What follows belongs to an exercise in optimizing a design on an open flow for small area, a short achievable clock period and few clock cycles per item; a production flow would make more cautious choices.
Function was checked by simulation only, so behaviour that the tests miss may differ from the original.

## east
==> flow/design.v (excerpt) <==
module verilog_multiplier(clk, rst, ready, op1, op2, res, done);
Size: about 2300 cells after synthesis, about 120 flip-flops, about 100 I/O pins.
clock: 8.0 ns
lec_check: 0
cap_margin: 20
core_margin: 2
core_utilization: 60
setup_slack_margin: 1.5
slew_margin: 20
standard.sh (not shown) runs the stock make flow with config.mk's settings and CLKGATE_MAP_FILE= SYNTH_SCRIPT=/design/flow/synth_recipe.tcl, a recipe that flattens the netlist after the stock synthesis.
==> flow/flow/run.sh <==
#!/bin/bash
# Own flow: the standard layout, except that synthesis runs Yosys's fine
# stage without its early "abc -fast", so that extract_fa finds the design's
# full adders as written (no inverter between adders). The standard synthesis
# runs first; its register names are given to the own netlist's registers,
# and the standard netlist is used as it is if the registers do not match.
set -uo pipefail
W=$(pwd)
R=$W/orfs/results/$FLOW_PLATFORM/verilog_multiplier/base
bash standard.sh synth > log_standard_synth.txt 2>&1 || exit 1
cp "$R/1_2_yosys.v" "$W/ref_1_2_yosys.v"
sed '1s/.*/proc synth {args} { if {[lsearch -glob $args "fine:*"] >= 0} { yosys synth -nofsm -noshare -noabc {*}$args } else { yosys synth -nofsm -noshare {*}$args } }/' synth_recipe.tcl > own_synth.tcl
sed "s|SYNTH_SCRIPT=[^ ]*|SYNTH_SCRIPT=$W/own_synth.tcl|" standard.sh > own_standard.sh
if bash own_standard.sh do-yosys > log_own_synth.txt 2>&1 \
   && python3 flow/rename.py "$W/ref_1_2_yosys.v" "$R/1_2_yosys.v" "$W/own_1_2_yosys.v" > log_rename.txt 2>&1; then
  cp "$W/own_1_2_yosys.v" "$R/1_2_yosys.v"
  echo "own synthesis used" >> log_rename.txt
else
  cp "$W/ref_1_2_yosys.v" "$R/1_2_yosys.v"
  echo "standard synthesis used" >> log_rename.txt
fi
rm -f "$R/1_synth.odb" "$R/1_synth.sdc"
bash standard.sh "BUFFER_PORTS_ARGS=-buffer_cell sky130_fd_sc_hd__buf_4" finish > log_standard_finish.txt 2>&1
Other scripts of this flow, unchanged in this note and not shown: flow/flow/rename.py
Testbench counts of east, summed over its fixed seeds: cycles 6,400, items 3,200.
#### Input delta (west over east)
# east
export LEC_CHECK = 0
export CAP_MARGIN = 20
export CORE_MARGIN = 2
export CORE_UTILIZATION = 60
export SETUP_SLACK_MARGIN = 1.5
export SLEW_MARGIN = 20
create_clock -name core_clock -period 8.0 [get_ports {clk}]
# west
export LEC_CHECK = 0
export CAP_MARGIN = 20
export CORE_MARGIN = 2
export CORE_UTILIZATION = 60
export SETUP_SLACK_MARGIN = 2.0
export SLEW_MARGIN = 20
create_clock -name core_clock -period 8.0 [get_ports {clk}]
Results
- Looking at longest individual stage delay on the worst path, west sits 50 ps above east.
- Sequential portion of the cell area: east vs west — no meaningful difference
- On via count of the routed design, west and east are basically level.
- Compared west against east; routed wire length within noise.
- Re highest fanout seen on the critical path: west and east aren't equal, and the higher value belongs to east.
- Taking east as the reference point, the peak clock frequency supported by timing of west rises by 7.8 MHz.
- Number of filler instances in the final layout: west vs east — no meaningful difference
- Count of plain and timing-repair buffers in west vs east: up 4
- Count of buffers from port buffering: east vs west identical

Setup of middle:
verilog_multiplier again, from the RTL that the note above started with.
Settings: LEC_CHECK=0, CAP_MARGIN=20, CORE_MARGIN=2, CORE_UTILIZATION=60, CTS_CLUSTER_DIAMETER=100, CTS_CLUSTER_SIZE=40, SETUP_SLACK_MARGIN=2.0, SLEW_MARGIN=20; clock period 8.0 ns.
Scripts as last shown in full above: flow/flow/run.sh
Other scripts of this flow, unchanged in this note and not shown: flow/flow/rename.py
Testbench counts of middle, summed over its fixed seeds: cycles 6,400, items 3,200.
> inputs changed (middle -> south)
- CTS_CLUSTER_SIZE removed (was 40)
- PLACE_DENSITY newly set to 0.8
- CTS_CLUSTER_DIAMETER removed (was 100)
diff --git a/flow/flow/run.sh b/flow/flow/run.sh
--- a/flow/flow/run.sh
+++ b/flow/flow/run.sh
@@ -23 +23 @@
-bash standard.sh "BUFFER_PORTS_ARGS=-buffer_cell sky130_fd_sc_hd__buf_4" finish > log_standard_finish.txt 2>&1
+bash standard.sh "BUFFER_PORTS_ARGS=-buffer_cell sky130_fd_sc_hd__buf_2" finish > log_standard_finish.txt 2>&1
Clock period minus final worst setup slack: south > middle
As far as clock tree buffer depth goes, middle and south are indistinguishable; the numbers are identical.
Going from middle to south, post-DP HPWL shrank slightly.
Diff middle -> south: first-pass GRT wire length -2.5%; sequential share of layout area ~0 delta; largest fanout on the critical path ~0 delta.
Every stage of the flow completed for south, and the final layout passed the timing, design-rule and antenna checks.

verilog_multiplier again, from the RTL that the note above started with.
==> flow/config.mk <==
export PLATFORM = sky130hd
export DESIGN_NAME = verilog_multiplier
export DESIGN_NICKNAME = verilog_multiplier
export VERILOG_FILES = /design/flow/design.v
export SDC_FILE = /design/flow/constraint.sdc
export NUM_CORES = 4
export LEC_CHECK = 0
export CAP_MARGIN = 20
export CORE_MARGIN = 2
export CORE_UTILIZATION = 60
export SETUP_SLACK_MARGIN = 2.0
export SLEW_MARGIN = 20
==> flow/constraint.sdc <==
create_clock -name core_clock -period 8.0 [get_ports {clk}]
set_input_delay 1.6000 -clock core_clock [delete_from_list [all_inputs] [get_ports {clk}]]
set_output_delay 1.6000 -clock core_clock [all_outputs]
set_load 0.01 [all_outputs]
==> flow/flow/run.sh <==
#!/bin/bash
# Own flow: the standard layout, except that synthesis runs Yosys's fine
# stage without its early "abc -fast", so that extract_fa finds the design's
# full adders as written (no inverter between adders). The standard synthesis
# runs first; its register names are given to the own netlist's registers,
# and the standard netlist is used as it is if the registers do not match.
set -uo pipefail
W=$(pwd)
R=$W/orfs/results/$FLOW_PLATFORM/verilog_multiplier/base
bash standard.sh synth > log_standard_synth.txt 2>&1 || exit 1
cp "$R/1_2_yosys.v" "$W/ref_1_2_yosys.v"
sed '1s/.*/proc synth {args} { if {[lsearch -glob $args "fine:*"] >= 0} { yosys synth -nofsm -noshare -noabc {*}$args } else { yosys synth -nofsm -noshare {*}$args } }/' synth_recipe.tcl > own_synth.tcl
sed "s|SYNTH_SCRIPT=[^ ]*|SYNTH_SCRIPT=$W/own_synth.tcl|" standard.sh > own_standard.sh
if bash own_standard.sh do-yosys > log_own_synth.txt 2>&1 \
   && python3 flow/rename.py "$W/ref_1_2_yosys.v" "$R/1_2_yosys.v" "$W/own_1_2_yosys.v" > log_rename.txt 2>&1; then
  cp "$W/own_1_2_yosys.v" "$R/1_2_yosys.v"
  echo "own synthesis used" >> log_rename.txt
else
  cp "$W/ref_1_2_yosys.v" "$R/1_2_yosys.v"
  echo "standard synthesis used" >> log_rename.txt
fi
rm -f "$R/1_synth.odb" "$R/1_synth.sdc"
bash standard.sh "BUFFER_PORTS_ARGS=-buffer_cell sky130_fd_sc_hd__buf_2" finish > log_standard_finish.txt 2>&1
Other scripts of this flow, unchanged in this note and not shown: flow/flow/rename.py
Testbench counts at the start, summed over its fixed seeds: cycles 6,400, items 3,200.
Rerun with:
--- a/flow/flow/run.sh
+++ b/flow/flow/run.sh
@@ -23 +23 @@
-bash standard.sh "BUFFER_PORTS_ARGS=-buffer_cell sky130_fd_sc_hd__buf_2" finish > log_standard_finish.txt 2>&1
+bash standard.sh "BUFFER_PORTS_ARGS=-buffer_cell sky130_fd_sc_hd__buf_4" finish > log_standard_finish.txt 2>&1
--- a/flow/config.mk
+++ b/flow/config.mk
@@ -10 +10 @@
-export CORE_UTILIZATION = 60
+export CORE_UTILIZATION = 70
After rerunning:
- wire length came out lower slightly
- worst hold slack is about the same
- sequential share of layout area hardly moves
- non-clock buffer count came out higher by 1
- synthesized area does not change
- design area came out higher slightly
Rerun with:
--- a/flow/flow/run.sh
+++ b/flow/flow/run.sh
@@ -23 +23 @@
-bash standard.sh "BUFFER_PORTS_ARGS=-buffer_cell sky130_fd_sc_hd__buf_4" finish > log_standard_finish.txt 2>&1
+bash standard.sh "BUFFER_PORTS_ARGS=-buffer_cell sky130_fd_sc_hd__buf_2" finish > log_standard_finish.txt 2>&1
--- a/flow/config.mk
+++ b/flow/config.mk
@@ -10,2 +10,2 @@
-export CORE_UTILIZATION = 70
-export SETUP_SLACK_MARGIN = 2.0
+export CORE_UTILIZATION = 60
+export SETUP_SLACK_MARGIN = 2.25
Outcome:
- fmax climbs by 2.8%
- routed wire length grows by 2.6%
- via count falls by 2.7%
Rerun with:
--- a/flow/flow/run.sh
+++ b/flow/flow/run.sh
@@ -23 +23 @@
-bash standard.sh "BUFFER_PORTS_ARGS=-buffer_cell sky130_fd_sc_hd__buf_2" finish > log_standard_finish.txt 2>&1
+bash standard.sh "BUFFER_PORTS_ARGS=-buffer_cell sky130_fd_sc_hd__buf_4" finish > log_standard_finish.txt 2>&1
--- a/flow/config.mk
+++ b/flow/config.mk
@@ -11 +11 @@
-export SETUP_SLACK_MARGIN = 2.25
+export SETUP_SLACK_MARGIN = 2.0
Wire length drops by 0.55%.
First-iteration DRC count falls by 6.7%.
Global-route usage came out lower by 0.15 points.
Die area stays the same.
Critical path depth went up by 1.
Flip-flop and latch count does not change.
Worst setup slack gets worse by 0.18 ns.
Utilization drops by 0.89 points.

[static timing again, ports no longer ideal]
Ports are ideal in the flow. The routed layouts listed here were re-timed in OpenROAD.
Step 1: set_driving_cell puts a clkbuf_16 on clk and a buf_2 on each other input, an assumption about the parent block.
Step 2, shift: input delay + t, output delay - t, t = (earliest + latest rising clock arrival at the registers) / 2. This alone moves slack from input paths to output paths.
Three values: no drivers, after step 1, after step 2; two values: the first two.
run	t, ns	setup WS [ns]	clock arrival spread, ns	worst register clock-pin slew, ns
east	0.488	1.869 / 1.845 / 1.418	0.009 / 0.009	0.06 / 0.06
west	0.473	2.148 / 2.161 / 1.701	0.016 / 0.016	0.07 / 0.07
middle	0.473	2.148 / 2.161 / 1.701	0.016 / 0.016	0.07 / 0.07
south	0.466	2.116 / 2.140 / 1.675	0.011 / 0.011	0.06 / 0.06
the first run of note 3	0.480	2.153 / 2.136 / 1.696	0.011 / 0.011	0.06 / 0.06
the second run of note 3	0.484	2.171 / 2.130 / 1.714	0.014 / 0.014	0.06 / 0.06
the third run of note 3	0.473	2.328 / 2.352 / 1.879	0.009 / 0.010	0.06 / 0.06
the fourth run of note 3	0.473	2.148 / 2.161 / 1.701	0.016 / 0.016	0.07 / 0.07
After both steps setup and hold are still met in every run listed.
